Background: an optimization exercise with open tools, aiming at small area and a short achievable clock period. Do not read the settings as production practice. For this run, only the layout was checked, not whether the RTL still works. Power figures rest on the tool's default switching activity, not on a simulated workload.

==> flow/design.v <==
module cmx_add (
    input [31:0] a,
    input [31:0] b,
    input sub_flag,
    output [31:0] c
  );
  wire signed [15:0] a_real = a[15:0];
  wire signed [15:0] a_img = a[31:16];
  wire signed [15:0] b_real = b[15:0];
  wire signed [15:0] b_img = b[31:16];
  wire [15:0] c_real = (sub_flag)? (a_real - b_real):
       a_real + b_real;
  wire [15:0] c_img = (sub_flag)? (a_img - b_img):
       a_img + b_img;
  assign c = {c_img, c_real};     
endmodule
module bfu_internal(
    input [31:0] a,
    input [31:0] b,
    output [31:0] c_plus,
    output [31:0] c_minus
  );
  cmx_add u0_cmx_add_plus(
    .a(a),
    .b(b),
    .sub_flag(1'h0),
    .c(c_plus)
  );
  cmx_add u1_cmx_add_minus(
    .a(a),
    .b(b),
    .sub_flag(1'h1),
    .c(c_minus)
  );
endmodule
module cmx_mult # (parameter AWIDTH = 16, BWIDTH = 16)
  (
    input clk,
    input reset_n,
    input signed [AWIDTH-1:0]      ar, ai,
    input signed [BWIDTH-1:0]      br, bi,
    output signed [AWIDTH+BWIDTH:0] pr, pi
  );
  reg signed [AWIDTH-1:0] ai_d, ai_dd, ai_ddd, ai_dddd   ;
  reg signed [AWIDTH-1:0] ar_d, ar_dd, ar_ddd, ar_dddd   ;
  reg signed [BWIDTH-1:0] bi_d, bi_dd, bi_ddd, br_d, br_dd, br_ddd ;
  reg signed [AWIDTH:0]  addcommon     ;
  reg signed [BWIDTH:0]  addr, addi     ;
  reg signed [AWIDTH+BWIDTH:0] mult0, multr, multi, pr_int, pi_int  ;
  reg signed [AWIDTH+BWIDTH:0] common, commonr1, commonr2   ;
  always @(posedge clk or negedge reset_n)
  begin
    if (!reset_n)
    begin
      ar_d   <= 'h0;
      ar_dd  <= 'h0;
      ai_d   <= 'h0;
      ai_dd  <= 'h0;
      br_d   <= 'h0;
      br_dd  <= 'h0;
      br_ddd <= 'h0;
      bi_d   <= 'h0;
      bi_dd  <= 'h0;
      bi_ddd <= 'h0;
    end
    else
    begin
      ar_d   <= ar;
      ar_dd  <= ar_d;
      ai_d   <= ai;
      ai_dd  <= ai_d;
      br_d   <= br;
      br_dd  <= br_d;
      br_ddd <= br_dd;
      bi_d   <= bi;
      bi_dd  <= bi_d;
      bi_ddd <= bi_dd;
    end
  end
  always @(posedge clk or negedge reset_n)
  begin
    if (!reset_n)
    begin
      addcommon <= 'h0;
      mult0     <= 'h0;
      common    <= 'h0;
    end
    else
    begin
      addcommon <= ar_d - ai_d;
      mult0     <= addcommon * bi_dd;
      common    <= mult0;
    end
  end
  always @(posedge clk or negedge reset_n)
  begin
    if (!reset_n)
    begin
      ar_ddd   <= 'h0;
      ar_dddd  <= 'h0;
      addr     <= 'h0;
      multr    <= 'h0;
      commonr1 <= 'h0;
      pr_int   <= 'h0;
    end
    else
    begin
      ar_ddd   <= ar_dd;
      ar_dddd  <= ar_ddd;
      addr     <= br_ddd - bi_ddd;
      multr    <= addr * ar_dddd;
      commonr1 <= common;
      pr_int   <= multr + commonr1;
    end
  end
  always @(posedge clk or negedge reset_n)
  begin
    if (!reset_n)
    begin
      ai_ddd   <= 'h0;
      ai_dddd  <= 'h0;
      addi     <= 'h0;
      multi    <= 'h0;
      commonr2 <= 'h0;
      pi_int   <= 'h0;
    end
    else
    begin
      ai_ddd   <= ai_dd;
      ai_dddd  <= ai_ddd;
      addi     <= br_ddd + bi_ddd;
      multi    <= addi * ai_dddd;
      commonr2 <= common;
      pi_int   <= multi + commonr2;
    end
  end
  assign pr = pr_int;
  assign pi = pi_int;
endmodule  
module delay_buffer #(
    parameter  BIT_WIDTH = 32,
    parameter  DELAY_STAGES = 6
  ) (
    input clk,
    input reset_n,
    input [BIT_WIDTH-1:0] buf_in,
    output [BIT_WIDTH-1:0] buf_out
  );
  reg [BIT_WIDTH-1:0] r_stages [0:DELAY_STAGES-1];
  integer  i;
  always @(posedge clk or negedge reset_n)
  begin
    if (!reset_n)
    begin
      for (i=0; i<DELAY_STAGES; i=i+1)
      begin
        r_stages[i] <= 'h0;
      end
    end
    else
    begin
      r_stages[0] <= buf_in;
      for (i=0; i<(DELAY_STAGES-1); i=i+1)
      begin
        r_stages[i+1] <= r_stages[i];
      end
    end
  end
  assign buf_out = r_stages[DELAY_STAGES-1];
endmodule
module rom_async (
	addr,
	data
);
	parameter WIDTH = 8;
	parameter DEPTH = 256;
	parameter INIT_F = "";
	localparam ADDRW = $clog2(DEPTH);
	input wire [ADDRW - 1:0] addr;
	output reg [WIDTH - 1:0] data;
	reg [WIDTH - 1:0] memory [0:DEPTH - 1];
	initial begin
		$readmemh("tw_rom_p_8_st_1_q_8.mem", memory);
	end
	always @(*) data = memory[addr];
endmodule
module tw_rom #(parameter ROM_DEPTH = 4,
                  parameter ROM_WIDTH = 32,
                  parameter ROM_FILE = "tw_rom.mem",
                  parameter A_WIDTH = $clog2(ROM_DEPTH)
                 ) (
                   input [A_WIDTH-1:0] addr,
                   output  signed [15:0] tw_real,
                   output  signed [15:0] tw_img
                 );
  rom_async #(
              .WIDTH(ROM_WIDTH),
              .DEPTH(ROM_DEPTH),
              .INIT_F(ROM_FILE)
            ) tw_rom(
              .addr(addr),
              .data({tw_img, tw_real})
            );
endmodule
module bfu_dif_top
  #(parameter  Q_POINT = 8,
    parameter  TW_ROM_DEPTH = 4,
    parameter ADDR_W = $clog2(TW_ROM_DEPTH),
    parameter TW_ROM_FILE = "tw_rom_p_8_st_1_q_8.mem")
   (
     input clk,
     input reset_n,
     input [31:0] a,
     input [31:0] b,
     input [ADDR_W-1:0] tw_addr,
     output [31:0] c_plus,
     output [31:0] c_minus
   );
  function [11:0] kmul;
    input k;
    input [3:0] n;
    begin
      kmul[0] = (k & ~n[3] & ~n[2] & ~n[1] & n[0]) | (k & ~n[3] & ~n[2] & n[1] & n[0]) | (k & ~n[3] & n[2] & ~n[1] & n[0]) | (k & ~n[3] & n[2] & n[1] & n[0]) | (k & n[3] & ~n[2] & ~n[1] & n[0]) | (k & n[3] & ~n[2] & n[1] & n[0]) | (k & n[3] & n[2] & ~n[1] & n[0]) | (k & n[3] & n[2] & n[1] & n[0]);
      kmul[1] = (k & ~n[3] & ~n[2] & n[1] & ~n[0]) | (k & ~n[3] & ~n[2] & n[1] & n[0]) | (k & ~n[3] & n[2] & n[1] & ~n[0]) | (k & ~n[3] & n[2] & n[1] & n[0]) | (k & n[3] & ~n[2] & n[1] & ~n[0]) | (k & n[3] & ~n[2] & n[1] & n[0]) | (k & n[3] & n[2] & n[1] & ~n[0]) | (k & n[3] & n[2] & n[1] & n[0]);
      kmul[2] = (k & ~n[3] & ~n[2] & ~n[1] & n[0]) | (k & ~n[3] & ~n[2] & n[1] & n[0]) | (k & ~n[3] & n[2] & ~n[1] & ~n[0]) | (k & ~n[3] & n[2] & n[1] & ~n[0]) | (k & n[3] & ~n[2] & ~n[1] & n[0]) | (k & n[3] & ~n[2] & n[1] & n[0]) | (k & n[3] & n[2] & ~n[1] & ~n[0]) | (k & n[3] & n[2] & n[1] & ~n[0]);
      kmul[3] = (k & ~n[3] & ~n[2] & n[1] & ~n[0]) | (k & ~n[3] & ~n[2] & n[1] & n[0]) | (k & ~n[3] & n[2] & ~n[1] & n[0]) | (k & ~n[3] & n[2] & n[1] & ~n[0]) | (k & n[3] & ~n[2] & ~n[1] & ~n[0]) | (k & n[3] & ~n[2] & ~n[1] & n[0]) | (k & n[3] & n[2] & ~n[1] & ~n[0]) | (k & n[3] & n[2] & n[1] & n[0]);
      kmul[4] = (k & ~n[3] & ~n[2] & ~n[1] & n[0]) | (k & ~n[3] & ~n[2] & n[1] & n[0]) | (k & ~n[3] & n[2] & ~n[1] & ~n[0]) | (k & ~n[3] & n[2] & n[1] & ~n[0]) | (k & ~n[3] & n[2] & n[1] & n[0]) | (k & n[3] & ~n[2] & ~n[1] & n[0]) | (k & n[3] & ~n[2] & n[1] & ~n[0]) | (k & n[3] & n[2] & ~n[1] & ~n[0]) | (k & n[3] & n[2] & ~n[1] & n[0]) | (k & n[3] & n[2] & n[1] & n[0]);
      kmul[5] = (k & ~n[3] & ~n[2] & ~n[1] & n[0]) | (k & ~n[3] & ~n[2] & n[1] & ~n[0]) | (k & ~n[3] & n[2] & n[1] & ~n[0]) | (k & ~n[3] & n[2] & n[1] & n[0]) | (k & n[3] & ~n[2] & ~n[1] & ~n[0]) | (k & n[3] & n[2] & ~n[1] & ~n[0]) | (k & n[3] & n[2] & ~n[1] & n[0]) | (k & n[3] & n[2] & n[1] & ~n[0]);
      kmul[6] = (k & ~n[3] & ~n[2] & n[1] & ~n[0]) | (k & ~n[3] & n[2] & ~n[1] & ~n[0]) | (k & ~n[3] & n[2] & n[1] & n[0]) | (k & n[3] & ~n[2] & ~n[1] & n[0]) | (k & n[3] & ~n[2] & n[1] & n[0]) | (k & n[3] & n[2] & ~n[1] & ~n[0]) | (k & n[3] & n[2] & n[1] & ~n[0]);
      kmul[7] = (k & ~n[3] & ~n[2] & ~n[1] & n[0]) | (k & ~n[3] & n[2] & ~n[1] & ~n[0]) | (k & ~n[3] & n[2] & ~n[1] & n[0]) | (k & ~n[3] & n[2] & n[1] & n[0]) | (k & n[3] & ~n[2] & ~n[1] & ~n[0]) | (k & n[3] & ~n[2] & n[1] & n[0]) | (k & n[3] & n[2] & n[1] & ~n[0]) | (k & n[3] & n[2] & n[1] & n[0]);
      kmul[8] = (~k & ~n[3] & ~n[2] & ~n[1] & n[0]) | (~k & ~n[3] & ~n[2] & n[1] & n[0]) | (~k & ~n[3] & n[2] & ~n[1] & n[0]) | (~k & ~n[3] & n[2] & n[1] & n[0]) | (~k & n[3] & ~n[2] & ~n[1] & n[0]) | (~k & n[3] & ~n[2] & n[1] & n[0]) | (~k & n[3] & n[2] & ~n[1] & n[0]) | (~k & n[3] & n[2] & n[1] & n[0]) | (k & ~n[3] & ~n[2] & n[1] & ~n[0]) | (k & ~n[3] & n[2] & ~n[1] & n[0]) | (k & n[3] & ~n[2] & ~n[1] & ~n[0]) | (k & n[3] & ~n[2] & n[1] & ~n[0]) | (k & n[3] & ~n[2] & n[1] & n[0]) | (k & n[3] & n[2] & ~n[1] & n[0]) | (k & n[3] & n[2] & n[1] & ~n[0]);
      kmul[9] = (~k & ~n[3] & ~n[2] & n[1] & ~n[0]) | (~k & ~n[3] & ~n[2] & n[1] & n[0]) | (~k & ~n[3] & n[2] & n[1] & ~n[0]) | (~k & ~n[3] & n[2] & n[1] & n[0]) | (~k & n[3] & ~n[2] & n[1] & ~n[0]) | (~k & n[3] & ~n[2] & n[1] & n[0]) | (~k & n[3] & n[2] & n[1] & ~n[0]) | (~k & n[3] & n[2] & n[1] & n[0]) | (k & ~n[3] & ~n[2] & n[1] & n[0]) | (k & ~n[3] & n[2] & ~n[1] & ~n[0]) | (k & ~n[3] & n[2] & ~n[1] & n[0]) | (k & n[3] & ~n[2] & ~n[1] & n[0]) | (k & n[3] & ~n[2] & n[1] & ~n[0]) | (k & n[3] & ~n[2] & n[1] & n[0]) | (k & n[3] & n[2] & n[1] & n[0]);
      kmul[10] = (~k & ~n[3] & n[2] & ~n[1] & ~n[0]) | (~k & ~n[3] & n[2] & ~n[1] & n[0]) | (~k & ~n[3] & n[2] & n[1] & ~n[0]) | (~k & ~n[3] & n[2] & n[1] & n[0]) | (~k & n[3] & n[2] & ~n[1] & ~n[0]) | (~k & n[3] & n[2] & ~n[1] & n[0]) | (~k & n[3] & n[2] & n[1] & ~n[0]) | (~k & n[3] & n[2] & n[1] & n[0]) | (k & ~n[3] & n[2] & n[1] & ~n[0]) | (k & ~n[3] & n[2] & n[1] & n[0]) | (k & n[3] & ~n[2] & ~n[1] & ~n[0]) | (k & n[3] & ~n[2] & ~n[1] & n[0]) | (k & n[3] & ~n[2] & n[1] & ~n[0]) | (k & n[3] & ~n[2] & n[1] & n[0]);
      kmul[11] = (~k & n[3] & ~n[2] & ~n[1] & ~n[0]) | (~k & n[3] & ~n[2] & ~n[1] & n[0]) | (~k & n[3] & ~n[2] & n[1] & ~n[0]) | (~k & n[3] & ~n[2] & n[1] & n[0]) | (~k & n[3] & n[2] & ~n[1] & ~n[0]) | (~k & n[3] & n[2] & ~n[1] & n[0]) | (~k & n[3] & n[2] & n[1] & ~n[0]) | (~k & n[3] & n[2] & n[1] & n[0]) | (k & n[3] & n[2] & ~n[1] & ~n[0]) | (k & n[3] & n[2] & ~n[1] & n[0]) | (k & n[3] & n[2] & n[1] & ~n[0]) | (k & n[3] & n[2] & n[1] & n[0]);
    end
  endfunction
  function [7:0] kmul_top;
    input k;
    input [1:0] n;
    begin
      kmul_top[0] = (k & ~n[1] & n[0]) | (k & n[1] & n[0]);
      kmul_top[1] = (k & n[1] & ~n[0]) | (k & n[1] & n[0]);
      kmul_top[2] = (k & ~n[1] & n[0]) | (k & n[1] & ~n[0]);
      kmul_top[3] = (k & n[1] & n[0]);
      kmul_top[4] = (k & ~n[1] & n[0]) | (k & n[1] & ~n[0]);
      kmul_top[5] = (k & ~n[1] & n[0]);
      kmul_top[6] = (k & n[1] & n[0]);
      kmul_top[7] = (k & ~n[1] & n[0]) | (k & n[1] & ~n[0]);
    end
  endfunction
  function kmul_c;
    input k;
    input [7:0] n;
    reg [11:0] t0, t1;
    reg [4:0] s;
    begin
      t0 = kmul(k, n[3:0]);
      t1 = kmul(k, n[7:4]);
      s = {1'b0, t1[3:0]} + {1'b0, t0[7:4]};
      kmul_c = s[4];
    end
  endfunction
  function [7:0] kmul_q;
    input k;
    input [7:0] n;
    input c;
    reg [11:0] t0, t1;
    begin
      t0 = kmul(k, n[3:0]);
      t1 = kmul(k, n[7:4]);
      kmul_q = t1[11:4] + {4'd0, t0[11:8]} + {7'd0, c};
    end
  endfunction
  wire [8:0] srL = {1'b0, a[7:0]} + {1'b0, b[7:0]};
  wire [8:0] siL = {1'b0, a[23:16]} + {1'b0, b[23:16]};
  wire [8:0] ndL = {1'b0, b[7:0]} + {1'b0, ~a[7:0]} + {1'b1};
  wire [8:0] diL = {1'b0, a[23:16]} + {1'b0, ~b[23:16]} + {1'b1};
  reg [7:0] sr1, si1, nd1, di1;
  reg csr1, csi1, cnd1, cdi1;
  reg [7:0] arh1, aih1, brh1, bih1;
  reg r1_z2, r1_t3, r1_z0, r1_c;
  reg i1_nz0, i1_nz2, i1_nt3;
  reg k1;
  always @(posedge clk) begin
    sr1 <= srL[7:0]; si1 <= siL[7:0]; nd1 <= ndL[7:0]; di1 <= diL[7:0];
    csr1 <= srL[8]; csi1 <= siL[8]; cnd1 <= ndL[8]; cdi1 <= diL[8];
    arh1 <= a[15:8]; aih1 <= a[31:24]; brh1 <= b[15:8]; bih1 <= b[31:24];
    r1_z2 <= tw_addr == 2'd2; r1_t3 <= tw_addr == 2'd3; r1_z0 <= tw_addr == 2'd0; r1_c <= ~tw_addr[1];
    i1_nz0 <= tw_addr != 2'd0; i1_nz2 <= tw_addr != 2'd2; i1_nt3 <= tw_addr != 2'd3;
    k1 <= tw_addr[0];
  end
  wire [7:0] srH_a = arh1;
  wire [7:0] srH_b = brh1;
  wire srH_p0 = srH_a[0] ^ srH_b[0];
  wire srH_g0 = (srH_a[0] & srH_b[0]) | (csr1 & (srH_a[0] ^ srH_b[0]));
  wire srH_p1 = srH_a[1] ^ srH_b[1];
  wire srH_g1 = srH_a[1] & srH_b[1];
  wire srH_p2 = srH_a[2] ^ srH_b[2];
  wire srH_g2 = srH_a[2] & srH_b[2];
  wire srH_p3 = srH_a[3] ^ srH_b[3];
  wire srH_g3 = srH_a[3] & srH_b[3];
  wire srH_p4 = srH_a[4] ^ srH_b[4];
  wire srH_g4 = srH_a[4] & srH_b[4];
  wire srH_p5 = srH_a[5] ^ srH_b[5];
  wire srH_g5 = srH_a[5] & srH_b[5];
  wire srH_p6 = srH_a[6] ^ srH_b[6];
  wire srH_g6 = srH_a[6] & srH_b[6];
  wire srH_p7 = srH_a[7] ^ srH_b[7];
  wire srH_g7 = srH_a[7] & srH_b[7];
  wire srH_U0_1 = srH_g1 | (srH_p1 & srH_g0);
  wire srH_V0_1 = srH_p1 & srH_p0;
  wire srH_U0_3 = srH_g3 | (srH_p3 & srH_g2);
  wire srH_V0_3 = srH_p3 & srH_p2;
  wire srH_U0_5 = srH_g5 | (srH_p5 & srH_g4);
  wire srH_V0_5 = srH_p5 & srH_p4;
  wire srH_U0_7 = srH_g7 | (srH_p7 & srH_g6);
  wire srH_V0_7 = srH_p7 & srH_p6;
  wire srH_U1_3 = srH_U0_3 | (srH_V0_3 & srH_U0_1);
  wire srH_V1_3 = srH_V0_3 & srH_V0_1;
  wire srH_U1_7 = srH_U0_7 | (srH_V0_7 & srH_U0_5);
  wire srH_V1_7 = srH_V0_7 & srH_V0_5;
  wire srH_U2_7 = srH_U1_7 | (srH_V1_7 & srH_U1_3);
  wire srH_V2_7 = srH_V1_7 & srH_V1_3;
  wire srH_D4_5 = srH_U0_5 | (srH_V0_5 & srH_U1_3);
  wire srH_E4_5 = srH_V0_5 & srH_V1_3;
  wire srH_D5_2 = srH_g2 | (srH_p2 & srH_U0_1);
  wire srH_E5_2 = srH_p2 & srH_V0_1;
  wire srH_D5_4 = srH_g4 | (srH_p4 & srH_U1_3);
  wire srH_E5_4 = srH_p4 & srH_V1_3;
  wire srH_D5_6 = srH_g6 | (srH_p6 & srH_D4_5);
  wire srH_E5_6 = srH_p6 & srH_E4_5;
  wire srH_s0 = srH_p0 ^ csr1;
  wire srH_s1 = srH_p1 ^ srH_g0;
  wire srH_s2 = srH_p2 ^ srH_U0_1;
  wire srH_s3 = srH_p3 ^ srH_D5_2;
  wire srH_s4 = srH_p4 ^ srH_U1_3;
  wire srH_s5 = srH_p5 ^ srH_D5_4;
  wire srH_s6 = srH_p6 ^ srH_D4_5;
  wire srH_s7 = srH_p7 ^ srH_D5_6;
  wire [7:0] srH = {srH_s7, srH_s6, srH_s5, srH_s4, srH_s3, srH_s2, srH_s1, srH_s0};
  wire srH_co = srH_U2_7;
  wire [7:0] siH_a = aih1;
  wire [7:0] siH_b = bih1;
  wire siH_p0 = siH_a[0] ^ siH_b[0];
  wire siH_g0 = (siH_a[0] & siH_b[0]) | (csi1 & (siH_a[0] ^ siH_b[0]));
  wire siH_p1 = siH_a[1] ^ siH_b[1];
  wire siH_g1 = siH_a[1] & siH_b[1];
  wire siH_p2 = siH_a[2] ^ siH_b[2];
  wire siH_g2 = siH_a[2] & siH_b[2];
  wire siH_p3 = siH_a[3] ^ siH_b[3];
  wire siH_g3 = siH_a[3] & siH_b[3];
  wire siH_p4 = siH_a[4] ^ siH_b[4];
  wire siH_g4 = siH_a[4] & siH_b[4];
  wire siH_p5 = siH_a[5] ^ siH_b[5];
  wire siH_g5 = siH_a[5] & siH_b[5];
  wire siH_p6 = siH_a[6] ^ siH_b[6];
  wire siH_g6 = siH_a[6] & siH_b[6];
  wire siH_p7 = siH_a[7] ^ siH_b[7];
  wire siH_g7 = siH_a[7] & siH_b[7];
  wire siH_U0_1 = siH_g1 | (siH_p1 & siH_g0);
  wire siH_V0_1 = siH_p1 & siH_p0;
  wire siH_U0_3 = siH_g3 | (siH_p3 & siH_g2);
  wire siH_V0_3 = siH_p3 & siH_p2;
  wire siH_U0_5 = siH_g5 | (siH_p5 & siH_g4);
  wire siH_V0_5 = siH_p5 & siH_p4;
  wire siH_U0_7 = siH_g7 | (siH_p7 & siH_g6);
  wire siH_V0_7 = siH_p7 & siH_p6;
  wire siH_U1_3 = siH_U0_3 | (siH_V0_3 & siH_U0_1);
  wire siH_V1_3 = siH_V0_3 & siH_V0_1;
  wire siH_U1_7 = siH_U0_7 | (siH_V0_7 & siH_U0_5);
  wire siH_V1_7 = siH_V0_7 & siH_V0_5;
  wire siH_U2_7 = siH_U1_7 | (siH_V1_7 & siH_U1_3);
  wire siH_V2_7 = siH_V1_7 & siH_V1_3;
  wire siH_D4_5 = siH_U0_5 | (siH_V0_5 & siH_U1_3);
  wire siH_E4_5 = siH_V0_5 & siH_V1_3;
  wire siH_D5_2 = siH_g2 | (siH_p2 & siH_U0_1);
  wire siH_E5_2 = siH_p2 & siH_V0_1;
  wire siH_D5_4 = siH_g4 | (siH_p4 & siH_U1_3);
  wire siH_E5_4 = siH_p4 & siH_V1_3;
  wire siH_D5_6 = siH_g6 | (siH_p6 & siH_D4_5);
  wire siH_E5_6 = siH_p6 & siH_E4_5;
  wire siH_s0 = siH_p0 ^ csi1;
  wire siH_s1 = siH_p1 ^ siH_g0;
  wire siH_s2 = siH_p2 ^ siH_U0_1;
  wire siH_s3 = siH_p3 ^ siH_D5_2;
  wire siH_s4 = siH_p4 ^ siH_U1_3;
  wire siH_s5 = siH_p5 ^ siH_D5_4;
  wire siH_s6 = siH_p6 ^ siH_D4_5;
  wire siH_s7 = siH_p7 ^ siH_D5_6;
  wire [7:0] siH = {siH_s7, siH_s6, siH_s5, siH_s4, siH_s3, siH_s2, siH_s1, siH_s0};
  wire siH_co = siH_U2_7;
  wire [7:0] ndH_a = brh1;
  wire [7:0] ndH_b = ~arh1;
  wire ndH_p0 = ndH_a[0] ^ ndH_b[0];
  wire ndH_g0 = (ndH_a[0] & ndH_b[0]) | (cnd1 & (ndH_a[0] ^ ndH_b[0]));
  wire ndH_p1 = ndH_a[1] ^ ndH_b[1];
  wire ndH_g1 = ndH_a[1] & ndH_b[1];
  wire ndH_p2 = ndH_a[2] ^ ndH_b[2];
  wire ndH_g2 = ndH_a[2] & ndH_b[2];
  wire ndH_p3 = ndH_a[3] ^ ndH_b[3];
  wire ndH_g3 = ndH_a[3] & ndH_b[3];
  wire ndH_p4 = ndH_a[4] ^ ndH_b[4];
  wire ndH_g4 = ndH_a[4] & ndH_b[4];
  wire ndH_p5 = ndH_a[5] ^ ndH_b[5];
  wire ndH_g5 = ndH_a[5] & ndH_b[5];
  wire ndH_p6 = ndH_a[6] ^ ndH_b[6];
  wire ndH_g6 = ndH_a[6] & ndH_b[6];
  wire ndH_p7 = ndH_a[7] ^ ndH_b[7];
  wire ndH_g7 = ndH_a[7] & ndH_b[7];
  wire ndH_U0_1 = ndH_g1 | (ndH_p1 & ndH_g0);
  wire ndH_V0_1 = ndH_p1 & ndH_p0;
  wire ndH_U0_3 = ndH_g3 | (ndH_p3 & ndH_g2);
  wire ndH_V0_3 = ndH_p3 & ndH_p2;
  wire ndH_U0_5 = ndH_g5 | (ndH_p5 & ndH_g4);
  wire ndH_V0_5 = ndH_p5 & ndH_p4;
  wire ndH_U0_7 = ndH_g7 | (ndH_p7 & ndH_g6);
  wire ndH_V0_7 = ndH_p7 & ndH_p6;
  wire ndH_U1_3 = ndH_U0_3 | (ndH_V0_3 & ndH_U0_1);
  wire ndH_V1_3 = ndH_V0_3 & ndH_V0_1;
  wire ndH_U1_7 = ndH_U0_7 | (ndH_V0_7 & ndH_U0_5);
  wire ndH_V1_7 = ndH_V0_7 & ndH_V0_5;
  wire ndH_U2_7 = ndH_U1_7 | (ndH_V1_7 & ndH_U1_3);
  wire ndH_V2_7 = ndH_V1_7 & ndH_V1_3;
  wire ndH_D4_5 = ndH_U0_5 | (ndH_V0_5 & ndH_U1_3);
  wire ndH_E4_5 = ndH_V0_5 & ndH_V1_3;
  wire ndH_D5_2 = ndH_g2 | (ndH_p2 & ndH_U0_1);
  wire ndH_E5_2 = ndH_p2 & ndH_V0_1;
  wire ndH_D5_4 = ndH_g4 | (ndH_p4 & ndH_U1_3);
  wire ndH_E5_4 = ndH_p4 & ndH_V1_3;
  wire ndH_D5_6 = ndH_g6 | (ndH_p6 & ndH_D4_5);
  wire ndH_E5_6 = ndH_p6 & ndH_E4_5;
  wire ndH_s0 = ndH_p0 ^ cnd1;
  wire ndH_s1 = ndH_p1 ^ ndH_g0;
  wire ndH_s2 = ndH_p2 ^ ndH_U0_1;
  wire ndH_s3 = ndH_p3 ^ ndH_D5_2;
  wire ndH_s4 = ndH_p4 ^ ndH_U1_3;
  wire ndH_s5 = ndH_p5 ^ ndH_D5_4;
  wire ndH_s6 = ndH_p6 ^ ndH_D4_5;
  wire ndH_s7 = ndH_p7 ^ ndH_D5_6;
  wire [7:0] ndH = {ndH_s7, ndH_s6, ndH_s5, ndH_s4, ndH_s3, ndH_s2, ndH_s1, ndH_s0};
  wire ndH_co = ndH_U2_7;
  wire [7:0] diH_a = aih1;
  wire [7:0] diH_b = ~bih1;
  wire diH_p0 = diH_a[0] ^ diH_b[0];
  wire diH_g0 = (diH_a[0] & diH_b[0]) | (cdi1 & (diH_a[0] ^ diH_b[0]));
  wire diH_p1 = diH_a[1] ^ diH_b[1];
  wire diH_g1 = diH_a[1] & diH_b[1];
  wire diH_p2 = diH_a[2] ^ diH_b[2];
  wire diH_g2 = diH_a[2] & diH_b[2];
  wire diH_p3 = diH_a[3] ^ diH_b[3];
  wire diH_g3 = diH_a[3] & diH_b[3];
  wire diH_p4 = diH_a[4] ^ diH_b[4];
  wire diH_g4 = diH_a[4] & diH_b[4];
  wire diH_p5 = diH_a[5] ^ diH_b[5];
  wire diH_g5 = diH_a[5] & diH_b[5];
  wire diH_p6 = diH_a[6] ^ diH_b[6];
  wire diH_g6 = diH_a[6] & diH_b[6];
  wire diH_p7 = diH_a[7] ^ diH_b[7];
  wire diH_g7 = diH_a[7] & diH_b[7];
  wire diH_U0_1 = diH_g1 | (diH_p1 & diH_g0);
  wire diH_V0_1 = diH_p1 & diH_p0;
  wire diH_U0_3 = diH_g3 | (diH_p3 & diH_g2);
  wire diH_V0_3 = diH_p3 & diH_p2;
  wire diH_U0_5 = diH_g5 | (diH_p5 & diH_g4);
  wire diH_V0_5 = diH_p5 & diH_p4;
  wire diH_U0_7 = diH_g7 | (diH_p7 & diH_g6);
  wire diH_V0_7 = diH_p7 & diH_p6;
  wire diH_U1_3 = diH_U0_3 | (diH_V0_3 & diH_U0_1);
  wire diH_V1_3 = diH_V0_3 & diH_V0_1;
  wire diH_U1_7 = diH_U0_7 | (diH_V0_7 & diH_U0_5);
  wire diH_V1_7 = diH_V0_7 & diH_V0_5;
  wire diH_U2_7 = diH_U1_7 | (diH_V1_7 & diH_U1_3);
  wire diH_V2_7 = diH_V1_7 & diH_V1_3;
  wire diH_D4_5 = diH_U0_5 | (diH_V0_5 & diH_U1_3);
  wire diH_E4_5 = diH_V0_5 & diH_V1_3;
  wire diH_D5_2 = diH_g2 | (diH_p2 & diH_U0_1);
  wire diH_E5_2 = diH_p2 & diH_V0_1;
  wire diH_D5_4 = diH_g4 | (diH_p4 & diH_U1_3);
  wire diH_E5_4 = diH_p4 & diH_V1_3;
  wire diH_D5_6 = diH_g6 | (diH_p6 & diH_D4_5);
  wire diH_E5_6 = diH_p6 & diH_E4_5;
  wire diH_s0 = diH_p0 ^ cdi1;
  wire diH_s1 = diH_p1 ^ diH_g0;
  wire diH_s2 = diH_p2 ^ diH_U0_1;
  wire diH_s3 = diH_p3 ^ diH_D5_2;
  wire diH_s4 = diH_p4 ^ diH_U1_3;
  wire diH_s5 = diH_p5 ^ diH_D5_4;
  wire diH_s6 = diH_p6 ^ diH_D4_5;
  wire diH_s7 = diH_p7 ^ diH_D5_6;
  wire [7:0] diH = {diH_s7, diH_s6, diH_s5, diH_s4, diH_s3, diH_s2, diH_s1, diH_s0};
  wire diH_co = diH_U2_7;
  wire [7:0] xrL = r1_z2 ? 8'd0 : (r1_t3 ? nd1 : ~nd1);
  wire [7:0] yrL = r1_z0 ? 8'd0 : di1;
  wire [7:0] xiL = i1_nz0 ? nd1 : 8'd0;
  wire [7:0] yiL = i1_nz2 ? (i1_nt3 ? di1 : ~di1) : 8'd0;
  wire [8:0] urL = {1'b0, xrL} + {1'b0, yrL} + {r1_c};
  wire [8:0] uiL = {1'b0, xiL} + {1'b0, yiL} + {~i1_nt3};
  reg [31:0] p2;
  reg [7:0] ndh2, dih2, url2, uil2;
  reg cur2, cui2, ndz2;
  reg r2_z2, r2_t3, r2_z0;
  reg i2_nz0, i2_nz2, i2_nt3;
  reg k2, nk2;
  always @(posedge clk) begin
    p2 <= {siH, si1, srH, sr1};
    ndh2 <= ndH; dih2 <= diH;
    url2 <= urL[7:0]; uil2 <= uiL[7:0]; cur2 <= urL[8]; cui2 <= uiL[8];
    ndz2 <= nd1 != 8'd0;
    r2_z2 <= r1_z2; r2_t3 <= r1_t3; r2_z0 <= r1_z0;
    i2_nz0 <= i1_nz0; i2_nz2 <= i1_nz2; i2_nt3 <= i1_nt3;
    k2 <= k1; nk2 <= ~k1;
  end
  wire nd_neg = ndh2[7] & (ndh2[6:0] != 7'd0 | ndz2);
  wire [9:0] ndxH = {{2{nd_neg}}, ndh2};
  wire [9:0] dixH = {{2{dih2[7]}}, dih2};
  wire [9:0] xrH = r2_z2 ? 10'd0 : (r2_t3 ? ndxH : ~ndxH);
  wire [9:0] yrH = r2_z0 ? 10'd0 : dixH;
  wire [9:0] xiH = i2_nz0 ? ndxH : 10'd0;
  wire [9:0] yiH = i2_nz2 ? (i2_nt3 ? dixH : ~dixH) : 10'd0;
  wire [10:0] urH = {1'b0, xrH} + {1'b0, yrH} + {cur2};
  wire [10:0] uiH = {1'b0, xiH} + {1'b0, yiH} + {cui2};
  reg [31:0] p3;
  reg [9:0] urh3, uih3;
  reg [7:0] url3, uil3;
  reg rqc3, iqc3;
  reg k3, nk3;
  always @(posedge clk) begin
    p3 <= p2;
    urh3 <= urH[9:0]; uih3 <= uiH[9:0];
    url3 <= url2; uil3 <= uil2;
    rqc3 <= kmul_c(k2, url2); iqc3 <= kmul_c(~nk2, uil2);
    k3 <= k2; nk3 <= nk2;
  end
  reg [31:0] p4;
  reg [9:0] urh4, uih4;
  reg [7:0] rq4, iq4;
  reg k4, nk4;
  always @(posedge clk) begin
    p4 <= p3;
    urh4 <= urh3; uih4 <= uih3;
    rq4 <= kmul_q(k3, url3, rqc3); iq4 <= kmul_q(~nk3, uil3, iqc3);
    k4 <= k3; nk4 <= nk3;
  end
  wire [11:0] rT2 = kmul(k4, urh4[3:0]), rT3 = kmul(k4, urh4[7:4]);
  wire [7:0] rT4 = kmul_top(k4, urh4[9:8]);
  wire rb_cs0 = rq4[0] ^ rT2[0] ^ 1'b0;
  wire rb_cc0 = (rq4[0] & rT2[0]) | (rq4[0] & 1'b0) | (rT2[0] & 1'b0);
  wire rb_cs1 = rq4[1] ^ rT2[1] ^ 1'b0;
  wire rb_cc1 = (rq4[1] & rT2[1]) | (rq4[1] & 1'b0) | (rT2[1] & 1'b0);
  wire rb_cs2 = rq4[2] ^ rT2[2] ^ 1'b0;
  wire rb_cc2 = (rq4[2] & rT2[2]) | (rq4[2] & 1'b0) | (rT2[2] & 1'b0);
  wire rb_cs3 = rq4[3] ^ rT2[3] ^ 1'b0;
  wire rb_cc3 = (rq4[3] & rT2[3]) | (rq4[3] & 1'b0) | (rT2[3] & 1'b0);
  wire rb_cs4 = rq4[4] ^ rT2[4] ^ rT3[0];
  wire rb_cc4 = (rq4[4] & rT2[4]) | (rq4[4] & rT3[0]) | (rT2[4] & rT3[0]);
  wire rb_cs5 = rq4[5] ^ rT2[5] ^ rT3[1];
  wire rb_cc5 = (rq4[5] & rT2[5]) | (rq4[5] & rT3[1]) | (rT2[5] & rT3[1]);
  wire rb_cs6 = rq4[6] ^ rT2[6] ^ rT3[2];
  wire rb_cc6 = (rq4[6] & rT2[6]) | (rq4[6] & rT3[2]) | (rT2[6] & rT3[2]);
  wire rb_cs7 = rq4[7] ^ rT2[7] ^ rT3[3];
  wire rb_cc7 = (rq4[7] & rT2[7]) | (rq4[7] & rT3[3]) | (rT2[7] & rT3[3]);
  wire [7:0] rbS = {rb_cs7, rb_cs6, rb_cs5, rb_cs4, rb_cs3, rb_cs2, rb_cs1, rb_cs0};
  wire [7:0] rbC = {rb_cc6, rb_cc5, rb_cc4, rb_cc3, rb_cc2, rb_cc1, rb_cc0, 1'b0};
  wire [8:0] rsb = {1'b0, rbS} + {1'b0, rbC};
  wire [7:0] rsbv = rsb[7:0];
  wire rcba = rsb[8], rcbb = rb_cc7;
  wire rc_cs0 = rT2[8] ^ rT3[4] ^ rT4[0];
  wire rc_cc0 = (rT2[8] & rT3[4]) | (rT2[8] & rT4[0]) | (rT3[4] & rT4[0]);
  wire rc_cs1 = rT2[9] ^ rT3[5] ^ rT4[1];
  wire rc_cc1 = (rT2[9] & rT3[5]) | (rT2[9] & rT4[1]) | (rT3[5] & rT4[1]);
  wire rc_cs2 = rT2[10] ^ rT3[6] ^ rT4[2];
  wire rc_cc2 = (rT2[10] & rT3[6]) | (rT2[10] & rT4[2]) | (rT3[6] & rT4[2]);
  wire rc_cs3 = rT2[11] ^ rT3[7] ^ rT4[3];
  wire rc_cc3 = (rT2[11] & rT3[7]) | (rT2[11] & rT4[3]) | (rT3[7] & rT4[3]);
  wire rc_cs4 = 1'b0 ^ rT3[8] ^ rT4[4];
  wire rc_cc4 = (1'b0 & rT3[8]) | (1'b0 & rT4[4]) | (rT3[8] & rT4[4]);
  wire rc_cs5 = 1'b0 ^ rT3[9] ^ rT4[5];
  wire rc_cc5 = (1'b0 & rT3[9]) | (1'b0 & rT4[5]) | (rT3[9] & rT4[5]);
  wire rc_cs6 = 1'b0 ^ rT3[10] ^ rT4[6];
  wire rc_cc6 = (1'b0 & rT3[10]) | (1'b0 & rT4[6]) | (rT3[10] & rT4[6]);
  wire rc_cs7 = 1'b0 ^ rT3[11] ^ rT4[7];
  wire rc_cc7 = (1'b0 & rT3[11]) | (1'b0 & rT4[7]) | (rT3[11] & rT4[7]);
  wire [7:0] rcS = {rc_cs7, rc_cs6, rc_cs5, rc_cs4, rc_cs3, rc_cs2, rc_cs1, rc_cs0};
  wire [6:0] rcC = {rc_cc6, rc_cc5, rc_cc4, rc_cc3, rc_cc2, rc_cc1, rc_cc0};
  wire [11:0] iT2 = kmul(~nk4, uih4[3:0]), iT3 = kmul(~nk4, uih4[7:4]);
  wire [7:0] iT4 = kmul_top(~nk4, uih4[9:8]);
  wire ib_cs0 = iq4[0] ^ iT2[0] ^ 1'b0;
  wire ib_cc0 = (iq4[0] & iT2[0]) | (iq4[0] & 1'b0) | (iT2[0] & 1'b0);
  wire ib_cs1 = iq4[1] ^ iT2[1] ^ 1'b0;
  wire ib_cc1 = (iq4[1] & iT2[1]) | (iq4[1] & 1'b0) | (iT2[1] & 1'b0);
  wire ib_cs2 = iq4[2] ^ iT2[2] ^ 1'b0;
  wire ib_cc2 = (iq4[2] & iT2[2]) | (iq4[2] & 1'b0) | (iT2[2] & 1'b0);
  wire ib_cs3 = iq4[3] ^ iT2[3] ^ 1'b0;
  wire ib_cc3 = (iq4[3] & iT2[3]) | (iq4[3] & 1'b0) | (iT2[3] & 1'b0);
  wire ib_cs4 = iq4[4] ^ iT2[4] ^ iT3[0];
  wire ib_cc4 = (iq4[4] & iT2[4]) | (iq4[4] & iT3[0]) | (iT2[4] & iT3[0]);
  wire ib_cs5 = iq4[5] ^ iT2[5] ^ iT3[1];
  wire ib_cc5 = (iq4[5] & iT2[5]) | (iq4[5] & iT3[1]) | (iT2[5] & iT3[1]);
  wire ib_cs6 = iq4[6] ^ iT2[6] ^ iT3[2];
  wire ib_cc6 = (iq4[6] & iT2[6]) | (iq4[6] & iT3[2]) | (iT2[6] & iT3[2]);
  wire ib_cs7 = iq4[7] ^ iT2[7] ^ iT3[3];
  wire ib_cc7 = (iq4[7] & iT2[7]) | (iq4[7] & iT3[3]) | (iT2[7] & iT3[3]);
  wire [7:0] ibS = {ib_cs7, ib_cs6, ib_cs5, ib_cs4, ib_cs3, ib_cs2, ib_cs1, ib_cs0};
  wire [7:0] ibC = {ib_cc6, ib_cc5, ib_cc4, ib_cc3, ib_cc2, ib_cc1, ib_cc0, 1'b0};
  wire [8:0] isb = {1'b0, ibS} + {1'b0, ibC};
  wire [7:0] isbv = isb[7:0];
  wire icba = isb[8], icbb = ib_cc7;
  wire ic_cs0 = iT2[8] ^ iT3[4] ^ iT4[0];
  wire ic_cc0 = (iT2[8] & iT3[4]) | (iT2[8] & iT4[0]) | (iT3[4] & iT4[0]);
  wire ic_cs1 = iT2[9] ^ iT3[5] ^ iT4[1];
  wire ic_cc1 = (iT2[9] & iT3[5]) | (iT2[9] & iT4[1]) | (iT3[5] & iT4[1]);
  wire ic_cs2 = iT2[10] ^ iT3[6] ^ iT4[2];
  wire ic_cc2 = (iT2[10] & iT3[6]) | (iT2[10] & iT4[2]) | (iT3[6] & iT4[2]);
  wire ic_cs3 = iT2[11] ^ iT3[7] ^ iT4[3];
  wire ic_cc3 = (iT2[11] & iT3[7]) | (iT2[11] & iT4[3]) | (iT3[7] & iT4[3]);
  wire ic_cs4 = 1'b0 ^ iT3[8] ^ iT4[4];
  wire ic_cc4 = (1'b0 & iT3[8]) | (1'b0 & iT4[4]) | (iT3[8] & iT4[4]);
  wire ic_cs5 = 1'b0 ^ iT3[9] ^ iT4[5];
  wire ic_cc5 = (1'b0 & iT3[9]) | (1'b0 & iT4[5]) | (iT3[9] & iT4[5]);
  wire ic_cs6 = 1'b0 ^ iT3[10] ^ iT4[6];
  wire ic_cc6 = (1'b0 & iT3[10]) | (1'b0 & iT4[6]) | (iT3[10] & iT4[6]);
  wire ic_cs7 = 1'b0 ^ iT3[11] ^ iT4[7];
  wire ic_cc7 = (1'b0 & iT3[11]) | (1'b0 & iT4[7]) | (iT3[11] & iT4[7]);
  wire [7:0] icS = {ic_cs7, ic_cs6, ic_cs5, ic_cs4, ic_cs3, ic_cs2, ic_cs1, ic_cs0};
  wire [6:0] icC = {ic_cc6, ic_cc5, ic_cc4, ic_cc3, ic_cc2, ic_cc1, ic_cc0};
  reg [31:0] p5;
  reg [7:0] rb5, ib5, rs5, is5;
  reg [6:0] rk5, ik5;
  reg rc5a, rc5b, ic5a, ic5b;
  always @(posedge clk) begin
    p5 <= p4;
    rb5 <= rsbv; ib5 <= isbv; rs5 <= rcS; is5 <= icS; rk5 <= rcC; ik5 <= icC;
    rc5a <= rcba; rc5b <= rcbb; ic5a <= icba; ic5b <= icbb;
  end
  wire [7:0] rfin_a = rs5;
  wire [7:0] rfin_b = {rk5, rc5a};
  wire rfin_p0 = rfin_a[0] ^ rfin_b[0];
  wire rfin_g0 = (rfin_a[0] & rfin_b[0]) | (rc5b & (rfin_a[0] ^ rfin_b[0]));
  wire rfin_p1 = rfin_a[1] ^ rfin_b[1];
  wire rfin_g1 = rfin_a[1] & rfin_b[1];
  wire rfin_p2 = rfin_a[2] ^ rfin_b[2];
  wire rfin_g2 = rfin_a[2] & rfin_b[2];
  wire rfin_p3 = rfin_a[3] ^ rfin_b[3];
  wire rfin_g3 = rfin_a[3] & rfin_b[3];
  wire rfin_p4 = rfin_a[4] ^ rfin_b[4];
  wire rfin_g4 = rfin_a[4] & rfin_b[4];
  wire rfin_p5 = rfin_a[5] ^ rfin_b[5];
  wire rfin_g5 = rfin_a[5] & rfin_b[5];
  wire rfin_p6 = rfin_a[6] ^ rfin_b[6];
  wire rfin_g6 = rfin_a[6] & rfin_b[6];
  wire rfin_p7 = rfin_a[7] ^ rfin_b[7];
  wire rfin_g7 = rfin_a[7] & rfin_b[7];
  wire rfin_U0_1 = rfin_g1 | (rfin_p1 & rfin_g0);
  wire rfin_V0_1 = rfin_p1 & rfin_p0;
  wire rfin_U0_3 = rfin_g3 | (rfin_p3 & rfin_g2);
  wire rfin_V0_3 = rfin_p3 & rfin_p2;
  wire rfin_U0_5 = rfin_g5 | (rfin_p5 & rfin_g4);
  wire rfin_V0_5 = rfin_p5 & rfin_p4;
  wire rfin_U0_7 = rfin_g7 | (rfin_p7 & rfin_g6);
  wire rfin_V0_7 = rfin_p7 & rfin_p6;
  wire rfin_U1_3 = rfin_U0_3 | (rfin_V0_3 & rfin_U0_1);
  wire rfin_V1_3 = rfin_V0_3 & rfin_V0_1;
  wire rfin_U1_7 = rfin_U0_7 | (rfin_V0_7 & rfin_U0_5);
  wire rfin_V1_7 = rfin_V0_7 & rfin_V0_5;
  wire rfin_U2_7 = rfin_U1_7 | (rfin_V1_7 & rfin_U1_3);
  wire rfin_V2_7 = rfin_V1_7 & rfin_V1_3;
  wire rfin_D4_5 = rfin_U0_5 | (rfin_V0_5 & rfin_U1_3);
  wire rfin_E4_5 = rfin_V0_5 & rfin_V1_3;
  wire rfin_D5_2 = rfin_g2 | (rfin_p2 & rfin_U0_1);
  wire rfin_E5_2 = rfin_p2 & rfin_V0_1;
  wire rfin_D5_4 = rfin_g4 | (rfin_p4 & rfin_U1_3);
  wire rfin_E5_4 = rfin_p4 & rfin_V1_3;
  wire rfin_D5_6 = rfin_g6 | (rfin_p6 & rfin_D4_5);
  wire rfin_E5_6 = rfin_p6 & rfin_E4_5;
  wire rfin_s0 = rfin_p0 ^ rc5b;
  wire rfin_s1 = rfin_p1 ^ rfin_g0;
  wire rfin_s2 = rfin_p2 ^ rfin_U0_1;
  wire rfin_s3 = rfin_p3 ^ rfin_D5_2;
  wire rfin_s4 = rfin_p4 ^ rfin_U1_3;
  wire rfin_s5 = rfin_p5 ^ rfin_D5_4;
  wire rfin_s6 = rfin_p6 ^ rfin_D4_5;
  wire rfin_s7 = rfin_p7 ^ rfin_D5_6;
  wire [7:0] rfin = {rfin_s7, rfin_s6, rfin_s5, rfin_s4, rfin_s3, rfin_s2, rfin_s1, rfin_s0};
  wire rfin_co = rfin_U2_7;
  wire [7:0] ifin_a = is5;
  wire [7:0] ifin_b = {ik5, ic5a};
  wire ifin_p0 = ifin_a[0] ^ ifin_b[0];
  wire ifin_g0 = (ifin_a[0] & ifin_b[0]) | (ic5b & (ifin_a[0] ^ ifin_b[0]));
  wire ifin_p1 = ifin_a[1] ^ ifin_b[1];
  wire ifin_g1 = ifin_a[1] & ifin_b[1];
  wire ifin_p2 = ifin_a[2] ^ ifin_b[2];
  wire ifin_g2 = ifin_a[2] & ifin_b[2];
  wire ifin_p3 = ifin_a[3] ^ ifin_b[3];
  wire ifin_g3 = ifin_a[3] & ifin_b[3];
  wire ifin_p4 = ifin_a[4] ^ ifin_b[4];
  wire ifin_g4 = ifin_a[4] & ifin_b[4];
  wire ifin_p5 = ifin_a[5] ^ ifin_b[5];
  wire ifin_g5 = ifin_a[5] & ifin_b[5];
  wire ifin_p6 = ifin_a[6] ^ ifin_b[6];
  wire ifin_g6 = ifin_a[6] & ifin_b[6];
  wire ifin_p7 = ifin_a[7] ^ ifin_b[7];
  wire ifin_g7 = ifin_a[7] & ifin_b[7];
  wire ifin_U0_1 = ifin_g1 | (ifin_p1 & ifin_g0);
  wire ifin_V0_1 = ifin_p1 & ifin_p0;
  wire ifin_U0_3 = ifin_g3 | (ifin_p3 & ifin_g2);
  wire ifin_V0_3 = ifin_p3 & ifin_p2;
  wire ifin_U0_5 = ifin_g5 | (ifin_p5 & ifin_g4);
  wire ifin_V0_5 = ifin_p5 & ifin_p4;
  wire ifin_U0_7 = ifin_g7 | (ifin_p7 & ifin_g6);
  wire ifin_V0_7 = ifin_p7 & ifin_p6;
  wire ifin_U1_3 = ifin_U0_3 | (ifin_V0_3 & ifin_U0_1);
  wire ifin_V1_3 = ifin_V0_3 & ifin_V0_1;
  wire ifin_U1_7 = ifin_U0_7 | (ifin_V0_7 & ifin_U0_5);
  wire ifin_V1_7 = ifin_V0_7 & ifin_V0_5;
  wire ifin_U2_7 = ifin_U1_7 | (ifin_V1_7 & ifin_U1_3);
  wire ifin_V2_7 = ifin_V1_7 & ifin_V1_3;
  wire ifin_D4_5 = ifin_U0_5 | (ifin_V0_5 & ifin_U1_3);
  wire ifin_E4_5 = ifin_V0_5 & ifin_V1_3;
  wire ifin_D5_2 = ifin_g2 | (ifin_p2 & ifin_U0_1);
  wire ifin_E5_2 = ifin_p2 & ifin_V0_1;
  wire ifin_D5_4 = ifin_g4 | (ifin_p4 & ifin_U1_3);
  wire ifin_E5_4 = ifin_p4 & ifin_V1_3;
  wire ifin_D5_6 = ifin_g6 | (ifin_p6 & ifin_D4_5);
  wire ifin_E5_6 = ifin_p6 & ifin_E4_5;
  wire ifin_s0 = ifin_p0 ^ ic5b;
  wire ifin_s1 = ifin_p1 ^ ifin_g0;
  wire ifin_s2 = ifin_p2 ^ ifin_U0_1;
  wire ifin_s3 = ifin_p3 ^ ifin_D5_2;
  wire ifin_s4 = ifin_p4 ^ ifin_U1_3;
  wire ifin_s5 = ifin_p5 ^ ifin_D5_4;
  wire ifin_s6 = ifin_p6 ^ ifin_D4_5;
  wire ifin_s7 = ifin_p7 ^ ifin_D5_6;
  wire [7:0] ifin = {ifin_s7, ifin_s6, ifin_s5, ifin_s4, ifin_s3, ifin_s2, ifin_s1, ifin_s0};
  wire ifin_co = ifin_U2_7;
  reg [31:0] p6, m6;
  always @(posedge clk) begin
    p6 <= p5;
    m6 <= {ifin, ib5, rfin, rb5};
  end
  assign c_plus = p6;
  assign c_minus = m6;
endmodule
==> flow/tw_rom_p_8_st_1_q_8.mem <==
00000100
FF4B00B5
FF000000
FF4BFF4B
==> flow/flow/run.sh <==
#!/bin/bash
# Standard layout, with the ports buffered by buf_2 cells instead of the
# cell buffer_ports picks by default, and a clock tree with larger sink
# clusters and no dummy loads. Each ORFS step logs under orfs/logs/.
set -euo pipefail
bash standard.sh BUFFER_PORTS_ARGS="-buffer_cell sky130_fd_sc_hd__buf_2" \
  CTS_ARGS="-sink_clustering_enable -repair_clock_nets -dont_use_dummy_load -sink_clustering_size 18 -sink_clustering_max_diameter 60 -buf_list sky130_fd_sc_hd__clkbuf_8" \
  finish > standard.log 2>&1
==> flow/standard.sh <==
#!/bin/bash
# synth_recipe.tcl (not shown) runs the flow's synth.tcl, then flattens the netlist and writes it again
# the make line also repeats each setting of config.mk as NAME=value (left out here)
make -C /OpenROAD-flow-scripts/flow DESIGN_CONFIG=/design/flow/config.mk WORK_HOME=/design/flow/orfs CLKGATE_MAP_FILE= SYNTH_SCRIPT=/design/flow/synth_recipe.tcl "${@:-finish}"
==> flow/config.mk <==
export PLATFORM = sky130hd
export DESIGN_NAME = bfu_dif_top
export DESIGN_NICKNAME = bfu_dif_top
export VERILOG_FILES = /design/flow/design.v
export SDC_FILE = /design/flow/constraint.sdc
export NUM_CORES = 4
export LEC_CHECK = 0
export CAP_MARGIN = 20
export CORE_MARGIN = 2
export CORE_UTILIZATION = 40
export SETUP_SLACK_MARGIN = 4.0
export SLEW_MARGIN = 20
==> flow/constraint.sdc <==
create_clock -name core_clock -period 6.5 [get_ports {clk}]
set_input_delay 1.3000 -clock core_clock [delete_from_list [all_inputs] [get_ports {clk}]]
set_output_delay 1.3000 -clock core_clock [all_outputs]
set_load 0.01 [all_outputs]
==> notes.md <==
[worst max path at each step]
stage	start	end	slack, ps
finish	url3[6]$_DFF_P_	rq4[6]$_DFF_P_	3870
global route	url3[6]$_DFF_P_	rq4[6]$_DFF_P_	3790
floorplan	url3[7]$_DFF_P_	rq4[6]$_DFF_P_	3820
CTS	url3[6]$_DFF_P_	rq4[6]$_DFF_P_	3790
global placement	url3[7]$_DFF_P_	rq4[6]$_DFF_P_	3350
detailed placement	url3[7]$_DFF_P_	rq4[6]$_DFF_P_	3270
[metrics by stage]
stage	setup WS (ps)	std cells
2_1_floorplan	3820	1634
3_3_place_gp	3350	2303
3_5_place_dp	3270	2303
4_1_cts	3790	2365
5_1_grt	3790	2389
6_report	3870	2389
[logic make-up after synthesis]
family,Yosys count,synth area share
AOI/OAI and AO/OA,305,0.114
xor gates and xnor gates,142,0.0714
adders and majority gates,193,0.166
buffers and inverters,185,0.0406
DFF,437,0.502
muxes,4,0.00237
and+or+nand+nor,368,0.104
[synth_stat cells (5+ instances only)]
master,count,area (um2)
a211oi_1,13,97.6
a21oi_1,86,430
a21o_1,29,218
nor3_1,19,95.1
xor2_1,50,438
fa_1,64,1280
o211ai_1,6,45.0
inv_1,133,499
buf_1,5,18.8
dfxtp_1,437,8750
o221ai_1,8,70.1
nor4_1,9,56.3
o21ai_1,19,95.1
o21a_1,14,105
xnor2_1,92,806
and2_1,38,238
nand2b_1,25,156
o21bai_1,25,188
o22ai_1,6,37.5
nand2_1,78,293
a2111oi_0,5,43.8
nor2b_1,61,382
a22o_1,6,52.6
o21ai_0,54,270
ha_1,126,1580
nor3b_1,6,45.0
nor2_1,113,424
nand3_1,8,40.0
clkbuf_1,38,143
[worst max-delay path, stage by stage (launching register included)]
cell,delay (ps)
dfxtp_4,350
nand2b_4,130
or2_4,230
o21ai_2,60
nor2_1,60
o21a_1,190
fa_2,370
fa_2,360
a21o_1,190
a21oi_2,140
buf_4,150
o221ai_2,80
o41ai_1,90
a21o_1,130
[timing repair]
item / 4_1_cts / 5_1_grt
setup endpoints to repair: 26 / 19
pin swaps: 15 / 38
gates resized for setup: 63 / 71
hold endpoints to repair: 0 / 0
buffers inserted: 24 / 24
[registers in the layout (all words and copies together) (netlist names), 10 cells and up]
signal,count
uih3,10
p2,32
p5,32
urh3,10
m6,32
p6,32
uih4,10
p4,32
p3,32
urh4,10
[cell type report]
| class | instances | area (um2) |
|---|---|---|
| well taps | 585 | 732 |
| repair buffers | 178 | 1020 |
| multi-input cells | 1012 | 8440 |
| fillers | 4029 | 23000 |
| flip-flops and latches | 437 | 8850 |
| inverters | 139 | 561 |
| clock buffers | 38 | 523 |
[power groups by stage]
stage          sequential, mW  combinational, mW  clock (mW)
2_1_floorplan            3.99               2.83           0
3_3_place_gp             4.26               3.36           0
3_5_place_dp             4.29               3.43           0
4_1_cts                  4.21               3.70        1.41
5_1_grt                  4.33               4.55        1.51
6_report                 4.22               3.98        1.31
[layer usage]
layer	wire (um)	vias up
met2	14300	180
met4	572	0
met3	1760	40
li1	-	5689
met5	0	-
met1	13900	5105
==> impl_metrics.xml <==
<?xml version="1.0" encoding="UTF-8"?>
<metrics>
  <group name="outcome">
    <metric name="run_status" unit="">complete, no violations</metric>
  </group>
  <group name="cts">
    <metric name="cts_tree" unit="">done</metric>
    <metric name="clk_buf_depth" unit="">3</metric>
    <metric name="clock-root-buffer" unit="">clkbuf_8</metric>
    <metric name="clk-insertion-delay-late" unit="ps">580</metric>
    <metric name="cts.hold.buffers_added" unit="">0</metric>
    <metric name="numClockSinks" unit="">437</metric>
    <metric name="clk_pin_slew" unit="ps">100</metric>
    <metric name="cts-htree-levels" unit="">2</metric>
    <metric name="tritoncts.num_buffers" unit="">38</metric>
  </group>
  <group name="timing">
    <metric name="rsz0062_at_grt" unit="">yes</metric>
    <metric name="max_freq" unit="MHz">381</metric>
    <metric name="worst_tran_pin_value" unit="ps">674</metric>
    <metric name="timing.hold.ws" unit="ps">284</metric>
    <metric name="fin_crit_sh" unit="">0.404</metric>
    <metric name="setup-violations-final" unit="">0</metric>
    <metric name="finalClockSkew" unit="ps">61.8</metric>
    <metric name="period_minus_slack" unit="ps">2630</metric>
    <metric name="report.final.hold_viol_count" unit="">0</metric>
    <metric name="setup_total_negative_slack" unit="ps">0</metric>
    <metric name="worst_slew_slack_as_a_fraction_of_its_limit" unit="">0.539</metric>
    <metric name="report.final.slew_viol_count" unit="">0</metric>
  </group>
  <group name="worst_setup_path">
    <metric name="worstSetupPathType" unit="">flop to flop</metric>
    <metric name="worstRegToRegCells" unit="">13</metric>
    <metric name="critical_path_arrival" unit="ps">3120</metric>
    <metric name="r2r_start" unit="">url3[6]$_DFF_P_</metric>
    <metric name="worst-r2r-setup-slack" unit="ps">3870</metric>
    <metric name="reg2reg_to" unit="">rq4[6]$_DFF_P_</metric>
    <metric name="critical_path.startpoint_type" unit="">flop</metric>
    <metric name="critical_path.endpoint_type" unit="">flop</metric>
    <metric name="required_arrival_time_at_the_worst_endpoint" unit="ps">6990</metric>
    <metric name="critPathMaxFanout" unit="">3</metric>
  </group>
  <group name="layout">
    <metric name="antenna_cells_inserted" unit="">0</metric>
    <metric name="final_cell_area" unit="mm2">0.0201</metric>
    <metric name="highest_count_cells_in_the_layout_ignoring_fill_and_taps" unit="">dfxtp_1 (401), buf_2 (130), inv_1 (127), ha_1 (115), nor2_1 (108)</metric>
    <metric name="layout.cells.most_common" unit="">dfxtp_1</metric>
    <metric name="post_route_cells_drive_above_1_share" unit="">0.196</metric>
    <metric name="finalNetCount" unit="">2064</metric>
    <metric name="syn_to_final_growth" unit="%">15.5</metric>
    <metric name="postLayoutCoreUtil" unit="">0.467</metric>
  </group>
  <group name="floorplan">
    <metric name="start_util" unit="">0.404</metric>
    <metric name="chipHeight" unit="um">213</metric>
    <metric name="design.portCount" unit="">132</metric>
    <metric name="chipWidth" unit="um">213</metric>
    <metric name="placementRows" unit="">76</metric>
    <metric name="core_area" unit="mm2">0.0431</metric>
    <metric name="fp.dieArea" unit="mm2">0.0452</metric>
  </group>
  <group name="grt">
    <metric name="number_of_antenna_violations_at_the_first_check_in_global_routing" unit="">1</metric>
    <metric name="pin_count_of_the_biggest_net_entering_global_routing" unit="">34</metric>
    <metric name="grt_most_used_layer" unit="">met2</metric>
    <metric name="global_route.overflow_total" unit="">0</metric>
    <metric name="grtUsageMet2" unit="">0.228</metric>
    <metric name="number_of_global_route_vias_before_repair" unit="">10800</metric>
    <metric name="grtUsageMet3" unit="">0.0396</metric>
    <metric name="first_pass_grt_wire_length" unit="um">50700</metric>
    <metric name="global_route.usage.total" unit="">0.137</metric>
    <metric name="grt_util_met1" unit="">0.173</metric>
  </group>
  <group name="route">
    <metric name="wl" unit="um">30500</metric>
    <metric name="antenna_violating_nets_post_route" unit="">0</metric>
    <metric name="avgViaCountPerCell" unit="">4.61</metric>
    <metric name="drtPass1Iterations" unit="">5</metric>
    <metric name="detailroute.via_count" unit="">11000</metric>
    <metric name="dr.first_iter.drc_count" unit="">315</metric>
    <metric name="residual_drc_count" unit="">0</metric>
    <metric name="wire_per_inst" unit="um">12.8</metric>
  </group>
  <group name="place">
    <metric name="input_output_buffers" unit="">130</metric>
    <metric name="cell_area_after_placement" unit="mm2">0.0188</metric>
    <metric name="gpl.final_weighted_congestion" unit="">0.838</metric>
    <metric name="post_dp_hpwl" unit="um">22400</metric>
  </group>
  <group name="min_path">
    <metric name="hold_end" unit="">p2[22]$_DFF_P_</metric>
    <metric name="holdCritStartpoint" unit="">si1[6]$_DFF_P_</metric>
    <metric name="timing.hold.worst_path_depth" unit="">0</metric>
    <metric name="holdCritPathClass" unit="">flop to flop</metric>
  </group>
  <group name="synth">
    <metric name="mappedNetlistNets" unit="">1892</metric>
    <metric name="synth-seq-area-share" unit="">0.502</metric>
    <metric name="ys_seq_elements" unit="">437</metric>
    <metric name="syn-cell-area" unit="mm2">0.0174</metric>
    <metric name="synth.avg_cell_area" unit="um2">10.7</metric>
    <metric name="synth_top_flop_cell" unit="">dfxtp_1</metric>
    <metric name="yosysWarningCount" unit="">1</metric>
    <metric name="async_flop_share" unit="">0</metric>
    <metric name="syn-instance-count" unit="">1634</metric>
    <metric name="synth-edff-count" unit="">0</metric>
    <metric name="yosysUniqueCellTypes" unit="">66</metric>
  </group>
  <group name="job">
    <metric name="max_cap_viol_count" unit="">0</metric>
  </group>
  <group name="power">
    <metric name="cellPowerDensity" unit="mW/mm2">473</metric>
    <metric name="p_leak" unit="nW">9.08</metric>
    <metric name="vdd.ir_drop.worst" unit="V">0.000212</metric>
    <metric name="total_power" unit="mW">9.51</metric>
    <metric name="power.sequential.fraction" unit="">0.443</metric>
    <metric name="p_int" unit="mW">6.10</metric>
    <metric name="clock_group_share_of_total_power" unit="">0.138</metric>
    <metric name="switching_share" unit="">0.359</metric>
    <metric name="combPwrFrac" unit="">0.419</metric>
    <metric name="switching_power" unit="mW">3.42</metric>
  </group>
</metrics>

what the ideal ports hide:
No port has a modelled driver above. Below, the same layout with a new extraction and two added sets of constraints. Step 1 (the two cells are an assumption about what drives the block):
set clk [get_ports {clk}]
set_driving_cell -lib_cell sky130_fd_sc_hd__clkbuf_16 $clk
set_driving_cell -lib_cell sky130_fd_sc_hd__buf_2 [delete_from_list [all_inputs] $clk]
Step 2 also shifts input and output timing later by t, the mid clock arrival at the registers, as if the neighbouring blocks saw the same clock. a / b / c = ideal ports / drivers / drivers and shift; a / b = the first two.
t, ns: 0.619
setup WS [ns]: 3.872 / 3.872 / 3.502
hold WS [ns]: 0.284 / 0.284 / 0.284
worst data-port slew with drivers (ns): 0.05
After both steps setup and hold are still met in this run. For this run, drivers alone change the setup slack by 0.000 ns; drivers and shift together by -0.370 ns.
